This is an optimization exercise on Yosys and OpenROAD, whose aim is small area, not a production implementation.
RTL that was checked went through simulation tests only; none was proved equivalent to the original.

==> run a: inputs <==
==> flow/design.v (excerpt) <==
module hart #(
    parameter RESET_ADDR = 32'h00000000
) (
    input  wire        i_clk,
    input  wire        i_rst,
    output wire [31:0] o_imem_raddr,
    input  wire [31:0] i_imem_rdata,
    output wire [31:0] o_dmem_addr,
    output wire        o_dmem_ren,
    output wire        o_dmem_wen,
    output wire [31:0] o_dmem_wdata,
    output wire [ 3:0] o_dmem_mask,
    input  wire [31:0] i_dmem_rdata,
    output wire        o_retire_valid,
    output wire [31:0] o_retire_inst,
    output wire        o_retire_trap,
    output wire        o_retire_halt,
    output wire [ 4:0] o_retire_rs1_raddr,
    output wire [ 4:0] o_retire_rs2_raddr,
    output wire [31:0] o_retire_rs1_rdata,
    output wire [31:0] o_retire_rs2_rdata,
    output wire [ 4:0] o_retire_rd_waddr,
    output wire [31:0] o_retire_rd_wdata,
    output wire [31:0] o_retire_pc,
    output wire [31:0] o_retire_next_pc
);
    localparam [2:0] S_CLR  = 3'd0,    
                     S_FST  = 3'd1,    
                     S_MAIN = 3'd2,
                     S_X0   = 3'd3,
                     S_X1   = 3'd4,
                     S_X2   = 3'd5,
                     S_F    = 3'd6;
    localparam [2:0] P_RS2  = 3'd7;    
    reg  [4:0] t;
    reg  [2:0] st;
    wire       t0  = (t == 5'd0);
    wire       t31 = (t == 5'd31);
    wire [31:0] inst = i_imem_rdata;
    wire [6:0]  opc  = inst[6:0];
    wire [2:0]  f3   = inst[14:12];
    wire [6:0]  f7   = inst[31:25];
    wire [4:0]  rd   = inst[11:7];
    wire [4:0]  rs1  = inst[19:15];
    wire [4:0]  rs2  = inst[24:20];
    wire op_lui   = (opc == 7'b0110111);
    wire op_auipc = (opc == 7'b0010111);
    wire op_jal   = (opc == 7'b1101111);
    wire op_jalr  = (opc == 7'b1100111);
    wire op_br    = (opc == 7'b1100011);
    wire op_load  = (opc == 7'b0000011);
    wire op_store = (opc == 7'b0100011);
    wire op_imm   = (opc == 7'b0010011);
    wire op_reg   = (opc == 7'b0110011);
    wire f7_zero  = (f7 == 7'b0000000);
    wire f7_alt   = (f7 == 7'b0100000);
    wire is_lui   = op_lui;
    wire is_auipc = op_auipc;
    wire is_jal   = op_jal;
    wire is_jalr  = op_jalr & (f3 == 3'b000);
    wire is_br    = op_br & (f3[2:1] != 2'b01);
  ...
Settings: LEC_CHECK=0, ABC_AREA=1, CAP_MARGIN=20, CORE_MARGIN=2, CORE_UTILIZATION=40, SETUP_SLACK_MARGIN=0.5, SLEW_MARGIN=20; clock period 13.0 ns.
standard.sh (not shown) runs the stock make flow with config.mk's settings and CLKGATE_MAP_FILE= SYNTH_SCRIPT=/design/flow/synth_recipe.tcl, a recipe that flattens the netlist after the stock synthesis.
==> flow/flow/run.sh <==
#!/bin/bash
# Layout flow: the standard flow, with three changes:
#  1. after the standard synthesis, the combinational logic is mapped again
#     by ABC for area (amap; the smallest of a few scripts); the
#     flip-flops are kept as they are, with
#     their names and cell types;
#  2. the port buffers are the smallest buffer (buf_1);
#  3. a clock tree of clkbuf_4 without dummy loads.
set -euo pipefail
here=$(pwd)
R=$here/orfs/results/sky130hd/hart/base
LIB=$FLOW_HOME/platforms/sky130hd/lib/sky130_fd_sc_hd__tt_025C_1v80.lib

# 1. standard synthesis, up to the Yosys netlist
bash standard.sh $R/1_2_yosys.v > synth.log 2>&1
cp $R/1_2_yosys.v $here/standard_synth.v

# 2. remap the combinational logic: a few ABC area scripts, keep the smallest
DU=$(sed 's/^/-dont_use /' flow/dont_use.txt | tr '\n' ' ')
SEQ=$(grep -o '^ *sky130_fd_sc_hd__[a-z0-9_]*' standard_synth.v | sort -u | grep -E '__(df|edf|sdf|dl|conb)' | tr '\n' ' ')
scripts=(
  "strash;dch,-f;amap,-F,20,-A,20;topo"
  "strash;dch,-f;amap,-F,20,-A,20,-E,1;topo"
  "strash;&get,-n;&deepsyn,-T,60;&put;dch,-f;amap,-F,20,-A,20;topo"
  "strash;&get,-n;&deepsyn,-T,60;&put;dch,-f;amap,-F,20,-A,20,-E,1;topo"
)
for i in "${!scripts[@]}"; do
  cat > remap_$i.ys <<EOY
read_liberty -ignore_miss_func $LIB
read_verilog $here/standard_synth.v
hierarchy -top hart
blackbox $SEQ
flatten
opt_clean -purge
abc -liberty $LIB $DU -script +${scripts[$i]}
opt_clean -purge
splitnets
opt_clean -purge
hilomap -singleton -hicell sky130_fd_sc_hd__conb_1 HI -locell sky130_fd_sc_hd__conb_1 LO
insbuf -buf sky130_fd_sc_hd__buf_4 A X
opt_clean -purge
tee -o $here/remap_$i.stat stat -liberty $LIB
write_verilog -noattr -nohex -nodec $here/remap_$i.v
EOY
  yosys -s remap_$i.ys > remap_$i.log 2>&1 &
done
wait
best=$(for i in "${!scripts[@]}"; do
  echo "$(grep 'Chip area for module' remap_$i.stat | tail -1 | awk '{print $NF}') $i"
done | sort -g | head -1 | awk '{print $2}')
echo "remap: candidate $best chosen" > remap_choice.txt
for i in "${!scripts[@]}"; do grep 'Chip area for module' remap_$i.stat | tail -1 >> remap_choice.txt; done
python3 flow/remap.py remap_$best.v $R/1_2_yosys.v

# 3. the rest of the standard flow
export BUFFER_PORTS_ARGS="-buffer_cell sky130_fd_sc_hd__buf_1"
export CTS_ARGS="-sink_clustering_enable -repair_clock_nets -buf_list sky130_fd_sc_hd__clkbuf_4 -dont_use_dummy_load -sink_clustering_size 12 -sink_clustering_max_diameter 46"
bash standard.sh > layout.log 2>&1
==> flow/flow/dont_use.txt <==
sky130_fd_sc_hd__lpflow_bleeder_1
sky130_fd_sc_hd__lpflow_clkbufkapwr_1
sky130_fd_sc_hd__lpflow_clkbufkapwr_16
sky130_fd_sc_hd__lpflow_clkbufkapwr_2
sky130_fd_sc_hd__lpflow_clkbufkapwr_4
sky130_fd_sc_hd__lpflow_clkbufkapwr_8
sky130_fd_sc_hd__lpflow_clkinvkapwr_1
sky130_fd_sc_hd__lpflow_clkinvkapwr_16
sky130_fd_sc_hd__lpflow_clkinvkapwr_2
sky130_fd_sc_hd__lpflow_clkinvkapwr_4
sky130_fd_sc_hd__lpflow_clkinvkapwr_8
sky130_fd_sc_hd__lpflow_decapkapwr_12
sky130_fd_sc_hd__lpflow_decapkapwr_3
sky130_fd_sc_hd__lpflow_decapkapwr_4
sky130_fd_sc_hd__lpflow_decapkapwr_6
sky130_fd_sc_hd__lpflow_decapkapwr_8
sky130_fd_sc_hd__lpflow_inputiso0n_1
sky130_fd_sc_hd__lpflow_inputiso0p_1
sky130_fd_sc_hd__lpflow_inputiso1n_1
sky130_fd_sc_hd__lpflow_inputiso1p_1
sky130_fd_sc_hd__lpflow_inputisolatch_1
sky130_fd_sc_hd__lpflow_isobufsrc_1
sky130_fd_sc_hd__lpflow_isobufsrc_16
sky130_fd_sc_hd__lpflow_isobufsrc_2
sky130_fd_sc_hd__lpflow_isobufsrc_4
sky130_fd_sc_hd__lpflow_isobufsrc_8
sky130_fd_sc_hd__lpflow_isobufsrckapwr_16
sky130_fd_sc_hd__lpflow_lsbuf_lh_hl_isowell_tap_1
sky130_fd_sc_hd__lpflow_lsbuf_lh_hl_isowell_tap_2
sky130_fd_sc_hd__lpflow_lsbuf_lh_hl_isowell_tap_4
sky130_fd_sc_hd__lpflow_lsbuf_lh_isowell_4
sky130_fd_sc_hd__lpflow_lsbuf_lh_isowell_tap_1
sky130_fd_sc_hd__lpflow_lsbuf_lh_isowell_tap_2
sky130_fd_sc_hd__lpflow_lsbuf_lh_isowell_tap_4
sky130_fd_sc_hd__probe_p_8
sky130_fd_sc_hd__probec_p_8
==> flow/flow/remap.py <==
#!/usr/bin/env python3
# Keep only module hart from a Yosys netlist that also holds the cell models.
import re, sys
src = open(sys.argv[1]).read()
m = re.search(r'^module hart\s*\(.*?^endmodule\s*$', src, re.M | re.S)
open(sys.argv[2], 'w').write(m.group(0) + '\n')
==> run b: changes against run a <==
--- a/flow/design.v
+++ b/flow/design.v
@@ -121,17 +121,18 @@
     wire tz   = (t == 5'd0);
     wire imm_t = f_u ? (ge12 & m) :
                    f_j ? (tz ? 1'b0 : t11 ? inst[20] : t[4] & (t[3] | t[2]) ? inst[31] : m) :
                    (f_s | f_b) ? ((f_b & tz) ? 1'b0 : le4 ? l : (f_b & t11) ? inst[7] : ge12 ? inst[31] : m) :
                    (ge12 ? inst[31] : m);
     wire four_t = (t == 5'd2);
     reg  c;           
+    reg  tk;          
     reg  aux;         
     reg  off0, off1;  
-    wire [1:0] dg = {off1, off0};
+    reg  [1:0] dg;    
     reg  nc;          
     wire a_alu = is_lui ? 1'b0 : (is_auipc | is_jal | is_jalr) ? npc[0] : rf_bit;
     wire b_alu = (is_jal | is_jalr) ? four_t :
                  is_shift           ? 1'b0 :
                  (is_opr | is_br)   ? op2[0] : imm_t;
     wire binv  = is_sub | is_slt | is_br;
     wire bb    = b_alu ^ binv;
@@ -147,15 +148,15 @@
                 3'b110:  alu_out = a_alu | b_alu;
                 3'b111:  alu_out = a_alu & b_alu;
                 default: alu_out = sum;
             endcase
     end
     wire cmp_signed = is_br ? ~f3[1] : ~f3[0];
     wire lt     = ~cout ^ (cmp_signed & (a_alu ^ b_alu));
-    wire eq_all = aux & ~(a_alu ^ b_alu);
+    wire eq_all = tk & ~(a_alu ^ b_alu);
     wire taken  = f3[2] ? (lt ^ f3[0]) : (eq_all ^ f3[0]);
     wire [4:0] shamt = is_opr ? op2[5:1] : rs2;
     wire [1:0] dg_next = p_main ? shamt[1:0] : p_x0 ? shamt[3:2] : {1'b0, shamt[4]};
     reg sh_bit;
     always @(*) begin
         sh_bit = res[0];
         if (sh_right) begin
@@ -213,15 +214,15 @@
                     (p_x1 | p_x2) ? sh_bit :
                     res[0];
     assign op1_in = p_main ? (is_store ? st_bit : (use_rs1 & rf_bit)) :
                     p_f ? rf_bit :
                     (p_sh & is_shift & ~sh_right) ? res[0] :
                     op1[0];
     assign op2_in = p_rs2 ? rf_bit : (use_rs2 & op2[0]);
-    wire redir = is_jal | is_jalr | (is_br & aux);
+    wire redir = is_jal | is_jalr | (is_br & tk);
     wire a_n   = is_jalr ? rf_bit : npc[0];
     wire b_n   = redir ? imm_t : four_t;
     wire cin_n = ~t0 & nc;
     wire sum_n = a_n ^ b_n ^ cin_n;
     wire cout_n = (a_n & b_n) | (a_n & cin_n) | (b_n & cin_n);
     wire [31:0] reset_addr = RESET_ADDR;
     assign npc_in = p_clr ? reset_addr[t] :
@@ -233,26 +234,26 @@
         op1 <= {op1_in, op1[31:1]};
         op2 <= {op2_in, op2[31:1]};
         npc <= {npc_in, npc[31:1]};
         res <= ld_cap ? i_dmem_rdata : {res_in, res[31:1]};
         c   <= (t31 & p_main) ? lt : cout;
         nc  <= cout_n;
         if (p_main)
-            aux <= is_br ? (t31 ? taken : ((t0 | aux) & ~(a_alu ^ b_alu))) : rf_bit;
+            tk <= t31 ? taken : ((t0 | tk) & ~(a_alu ^ b_alu));
+        if (p_main)
+            aux <= rf_bit;
         else if (p_x0 & is_load & ld_in)
             aux <= ld_tap;
-        if (t31 & (p_main | p_x0 | p_x1) & is_shift)
-            {off1, off0} <= dg_next;
-        else begin
-            if (p_main & t0)
-                off0 <= alu_out;
-            if (p_main & (t == 5'd1))
-                off1 <= alu_out;
-        end
-        if (t31)
+        if (p_main & t0)
+            off0 <= alu_out;
+        if (p_main & (t == 5'd1))
+            off1 <= alu_out;
+        if (t31 & (p_main | p_x0 | p_x1))
+            dg <= dg_next;
+        if (t31 & (fin | p_clr))
             pc <= {npc_in, npc[31:3]};
     end
     always @(posedge i_clk) begin
         if (i_rst) begin
             t  <= 5'd0;
             st <= S_CLR;
         end else begin
@@ -281,15 +282,15 @@
     assign o_retire_halt      = is_ebrk;
     assign o_retire_rs1_raddr = use_rs1 ? rs1 : 5'd0;
     assign o_retire_rs2_raddr = use_rs2 ? rs2 : 5'd0;
     assign o_retire_rd_waddr  = wr_rd ? rd : 5'd0;
     assign o_retire_rs1_rdata = {op1_in, op1[31:1]};
     assign o_retire_rs2_rdata = {op2_in, op2[31:1]};
     assign o_retire_rd_wdata  = {res_in, res[31:1]};
-    assign o_retire_next_pc   = {npc_in, npc[31:3], 2'b00};
+    assign o_retire_next_pc   = {npc_in, npc[31:1]};
     assign o_dmem_addr  = {res_in, res[31:3], 2'b00};
     assign o_dmem_wdata = {op1_in, op1[31:1]};
     assign o_dmem_ren   = t31 & p_main & is_load & ~mis;
     assign o_dmem_wen   = t31 & p_main & is_store & ~mis;
     assign o_dmem_mask  = (f3[1:0] == 2'b00) ? (4'b0001 << {off1, off0}) :
                           (f3[1:0] == 2'b01) ? (off1 ? 4'b1100 : 4'b0011) :
                                                4'b1111;
==> flow/flow/run.sh (replaced) <==
#!/bin/bash
# Layout flow: the standard flow, with three changes:
#  1. after the standard synthesis, the combinational logic is mapped again
#     by ABC for area (amap); the flip-flops are kept as they are, with
#     their names and cell types;
#  2. the port buffers are the smallest buffer (buf_1);
#  3. a clock tree of clkbuf_8 without dummy loads.
set -euo pipefail
here=$(pwd)
R=$here/orfs/results/sky130hd/hart/base
LIB=$FLOW_HOME/platforms/sky130hd/lib/sky130_fd_sc_hd__tt_025C_1v80.lib

# 1. standard synthesis, up to the Yosys netlist
bash standard.sh $R/1_2_yosys.v > synth.log 2>&1
cp $R/1_2_yosys.v $here/standard_synth.v

# 2. remap the combinational logic
DU=$(sed 's/^/-dont_use /' flow/dont_use.txt | tr '\n' ' ')
SEQ=$(grep -o '^ *sky130_fd_sc_hd__[a-z0-9_]*' standard_synth.v | sort -u | grep -E '__(df|edf|sdf|dl|conb)' | tr '\n' ' ')
cat > remap.ys <<EOY
read_liberty -ignore_miss_func $LIB
read_verilog $here/standard_synth.v
hierarchy -top hart
blackbox $SEQ
flatten
opt_clean -purge
abc -liberty $LIB $DU -script +strash;dch,-f;amap,-F,20,-A,20,-E,1;topo
opt_clean -purge
splitnets
opt_clean -purge
hilomap -singleton -hicell sky130_fd_sc_hd__conb_1 HI -locell sky130_fd_sc_hd__conb_1 LO
insbuf -buf sky130_fd_sc_hd__buf_4 A X
opt_clean -purge
stat -liberty $LIB
write_verilog -noattr -nohex -nodec $here/remap_all.v
EOY
yosys -s remap.ys > remap.log 2>&1
python3 flow/remap.py remap_all.v $R/1_2_yosys.v

# 3. the rest of the standard flow
export BUFFER_PORTS_ARGS="-buffer_cell sky130_fd_sc_hd__buf_1"
export CTS_ARGS="-sink_clustering_enable -repair_clock_nets -buf_list sky130_fd_sc_hd__clkbuf_8 -dont_use_dummy_load -sink_clustering_size 18 -sink_clustering_max_diameter 60"
bash standard.sh > layout.log 2>&1
CAP_MARGIN = 0   (was 20)
SLEW_MARGIN = 0   (was 20)
==> run c: changes against run a <==
--- a/flow/design.v
+++ b/flow/design.v
@@ -121,17 +121,18 @@
     wire tz   = (t == 5'd0);
     wire imm_t = f_u ? (ge12 & m) :
                    f_j ? (tz ? 1'b0 : t11 ? inst[20] : t[4] & (t[3] | t[2]) ? inst[31] : m) :
                    (f_s | f_b) ? ((f_b & tz) ? 1'b0 : le4 ? l : (f_b & t11) ? inst[7] : ge12 ? inst[31] : m) :
                    (ge12 ? inst[31] : m);
     wire four_t = (t == 5'd2);
     reg  c;           
+    reg  tk;          
     reg  aux;         
     reg  off0, off1;  
-    wire [1:0] dg = {off1, off0};
+    reg  [1:0] dg;    
     reg  nc;          
     wire a_alu = is_lui ? 1'b0 : (is_auipc | is_jal | is_jalr) ? npc[0] : rf_bit;
     wire b_alu = (is_jal | is_jalr) ? four_t :
                  is_shift           ? 1'b0 :
                  (is_opr | is_br)   ? op2[0] : imm_t;
     wire binv  = is_sub | is_slt | is_br;
     wire bb    = b_alu ^ binv;
@@ -147,15 +148,15 @@
                 3'b110:  alu_out = a_alu | b_alu;
                 3'b111:  alu_out = a_alu & b_alu;
                 default: alu_out = sum;
             endcase
     end
     wire cmp_signed = is_br ? ~f3[1] : ~f3[0];
     wire lt     = ~cout ^ (cmp_signed & (a_alu ^ b_alu));
-    wire eq_all = aux & ~(a_alu ^ b_alu);
+    wire eq_all = tk & ~(a_alu ^ b_alu);
     wire taken  = f3[2] ? (lt ^ f3[0]) : (eq_all ^ f3[0]);
     wire [4:0] shamt = is_opr ? op2[5:1] : rs2;
     wire [1:0] dg_next = p_main ? shamt[1:0] : p_x0 ? shamt[3:2] : {1'b0, shamt[4]};
     reg sh_bit;
     always @(*) begin
         sh_bit = res[0];
         if (sh_right) begin
@@ -213,15 +214,15 @@
                     (p_x1 | p_x2) ? sh_bit :
                     res[0];
     assign op1_in = p_main ? (is_store ? st_bit : (use_rs1 & rf_bit)) :
                     p_f ? rf_bit :
                     (p_sh & is_shift & ~sh_right) ? res[0] :
                     op1[0];
     assign op2_in = p_rs2 ? rf_bit : (use_rs2 & op2[0]);
-    wire redir = is_jal | is_jalr | (is_br & aux);
+    wire redir = is_jal | is_jalr | (is_br & tk);
     wire a_n   = is_jalr ? rf_bit : npc[0];
     wire b_n   = redir ? imm_t : four_t;
     wire cin_n = ~t0 & nc;
     wire sum_n = a_n ^ b_n ^ cin_n;
     wire cout_n = (a_n & b_n) | (a_n & cin_n) | (b_n & cin_n);
     wire [31:0] reset_addr = RESET_ADDR;
     assign npc_in = p_clr ? reset_addr[t] :
@@ -233,26 +234,26 @@
         op1 <= {op1_in, op1[31:1]};
         op2 <= {op2_in, op2[31:1]};
         npc <= {npc_in, npc[31:1]};
         res <= ld_cap ? i_dmem_rdata : {res_in, res[31:1]};
         c   <= (t31 & p_main) ? lt : cout;
         nc  <= cout_n;
         if (p_main)
-            aux <= is_br ? (t31 ? taken : ((t0 | aux) & ~(a_alu ^ b_alu))) : rf_bit;
+            tk <= t31 ? taken : ((t0 | tk) & ~(a_alu ^ b_alu));
+        if (p_main)
+            aux <= rf_bit;
         else if (p_x0 & is_load & ld_in)
             aux <= ld_tap;
-        if (t31 & (p_main | p_x0 | p_x1) & is_shift)
-            {off1, off0} <= dg_next;
-        else begin
-            if (p_main & t0)
-                off0 <= alu_out;
-            if (p_main & (t == 5'd1))
-                off1 <= alu_out;
-        end
-        if (t31)
+        if (p_main & t0)
+            off0 <= alu_out;
+        if (p_main & (t == 5'd1))
+            off1 <= alu_out;
+        if (t31 & (p_main | p_x0 | p_x1))
+            dg <= dg_next;
+        if (t31 & (fin | p_clr))
             pc <= {npc_in, npc[31:3]};
     end
     always @(posedge i_clk) begin
         if (i_rst) begin
             t  <= 5'd0;
             st <= S_CLR;
         end else begin
@@ -281,15 +282,15 @@
     assign o_retire_halt      = is_ebrk;
     assign o_retire_rs1_raddr = use_rs1 ? rs1 : 5'd0;
     assign o_retire_rs2_raddr = use_rs2 ? rs2 : 5'd0;
     assign o_retire_rd_waddr  = wr_rd ? rd : 5'd0;
     assign o_retire_rs1_rdata = {op1_in, op1[31:1]};
     assign o_retire_rs2_rdata = {op2_in, op2[31:1]};
     assign o_retire_rd_wdata  = {res_in, res[31:1]};
-    assign o_retire_next_pc   = {npc_in, npc[31:3], 2'b00};
+    assign o_retire_next_pc   = {npc_in, npc[31:1]};
     assign o_dmem_addr  = {res_in, res[31:3], 2'b00};
     assign o_dmem_wdata = {op1_in, op1[31:1]};
     assign o_dmem_ren   = t31 & p_main & is_load & ~mis;
     assign o_dmem_wen   = t31 & p_main & is_store & ~mis;
     assign o_dmem_mask  = (f3[1:0] == 2'b00) ? (4'b0001 << {off1, off0}) :
                           (f3[1:0] == 2'b01) ? (off1 ? 4'b1100 : 4'b0011) :
                                                4'b1111;
==> flow/flow/run.sh (replaced) <==
#!/bin/bash
# Standard ORFS layout, with the port buffers made of the smallest buffer
# and a clock tree without dummy loads.
export BUFFER_PORTS_ARGS="-buffer_cell sky130_fd_sc_hd__buf_1"
export CTS_ARGS="-sink_clustering_enable -repair_clock_nets -buf_list sky130_fd_sc_hd__clkbuf_8 -dont_use_dummy_load -sink_clustering_size 18 -sink_clustering_max_diameter 60"
bash standard.sh > standard.log 2>&1
removed: flow/flow/dont_use.txt
removed: flow/flow/remap.py
==> run d: changes against run a <==
--- a/flow/design.v
+++ b/flow/design.v
@@ -244,15 +244,15 @@
             {off1, off0} <= dg_next;
         else begin
             if (p_main & t0)
                 off0 <= alu_out;
             if (p_main & (t == 5'd1))
                 off1 <= alu_out;
         end
-        if (t31)
+        if (t31 & (fin | p_clr))
             pc <= {npc_in, npc[31:3]};
     end
     always @(posedge i_clk) begin
         if (i_rst) begin
             t  <= 5'd0;
             st <= S_CLR;
         end else begin
--- a/flow/flow/run.sh
+++ b/flow/flow/run.sh
@@ -50,9 +50,9 @@
 done | sort -g | head -1 | awk '{print $2}')
 echo "remap: candidate $best chosen" > remap_choice.txt
 for i in "${!scripts[@]}"; do grep 'Chip area for module' remap_$i.stat | tail -1 >> remap_choice.txt; done
 python3 flow/remap.py remap_$best.v $R/1_2_yosys.v
 
 # 3. the rest of the standard flow
 export BUFFER_PORTS_ARGS="-buffer_cell sky130_fd_sc_hd__buf_1"
-export CTS_ARGS="-sink_clustering_enable -repair_clock_nets -buf_list sky130_fd_sc_hd__clkbuf_4 -dont_use_dummy_load -sink_clustering_size 12 -sink_clustering_max_diameter 46"
+export CTS_ARGS="-sink_clustering_enable -repair_clock_nets -buf_list sky130_fd_sc_hd__clkbuf_4 -dont_use_dummy_load -sink_clustering_size 12 -sink_clustering_max_diameter 40"
 bash standard.sh > layout.log 2>&1
==> impl_metrics.tcl <==
set metrics [dict create \
    outcome "timing/DRC/antenna clean" \
    clk_share_pct 3.57 \
    dr_wl_met2_um 28400 \
    buf_share_pct 4.67 \
    grt_pass1_vias 15000 \
    multi_input_cells 715 \
    die-width_um 277 \
    cp-startpoint "i_imem_rdata[12]" \
    p_per_area_nw_per_um2 167 \
    power.share.switching_pct 20.5 \
    vias 15100 \
]
Source of the figures above: run c

==> impl_metrics.tcl <==
set metrics [dict create \
    die-width_um 272 \
    multi_input_cells 429 \
    outcome "timing/DRC/antenna clean" \
    vias 13800 \
    buf_share_pct 5.02 \
    grt_pass1_vias 13400 \
    p_per_area_nw_per_um2 170 \
]
Source of the figures above: run b

==> impl_metrics.tcl <==
set metrics [dict create \
    cp-startpoint "i_imem_rdata[14]" \
    vias 14100 \
    multi_input_cells 446 \
    outcome "timing/DRC/antenna clean" \
    power.share.switching_pct 21.6 \
]
Source of the figures above: run d

==> impl_metrics.tcl <==
set metrics [dict create \
    cp-startpoint "i_imem_rdata[14]" \
    outcome "timing/DRC/antenna clean" \
    dr_wl_met2_um 27900 \
    grt_pass1_vias 13400 \
    p_per_area_nw_per_um2 168 \
    clk_share_pct 2.79 \
    power.share.switching_pct 20.5 \
]
Source of the figures above: run a

The RTL of run d was laid out without a check of its function.

## static timing again, ports no longer ideal
Ports are ideal in the flow. The routed layouts listed here were re-timed in OpenROAD.
Step 1 (the two cells are an assumption about what drives the block):
set clk [get_ports {i_clk}]
set_driving_cell -lib_cell sky130_fd_sc_hd__clkbuf_16 $clk
set_driving_cell -lib_cell sky130_fd_sc_hd__buf_2 [delete_from_list [all_inputs] $clk]
Step 2 also shifts input and output timing later by t, the mid clock arrival at the registers, as if the neighbouring blocks saw the same clock.
Three values: no drivers, after step 1, after step 2; two values: the first two.
run | t (ns) | slack for setup (ns) | hold slack, ns | worst slew at a driven data input, ns
run a | 0.871 | 1.268 / 1.240 / 1.240 | 0.296 / 0.296 / 0.296 | 0.12
run b | 0.682 | 1.134 / 1.114 / 1.114 | 0.275 / 0.275 / 0.275 | 0.13
run c | 0.722 | 3.438 / 3.323 / 3.323 | 0.236 / 0.236 / 0.236 | 0.11
run d | 0.941 | 1.385 / 1.339 / 1.339 | 0.242 / 0.242 / 0.242 | 0.13
After both steps setup and hold are still met in every run listed. The setup slack of run c, which loses most, moves by -0.115 ns with the drivers and by -0.115 ns with both steps.
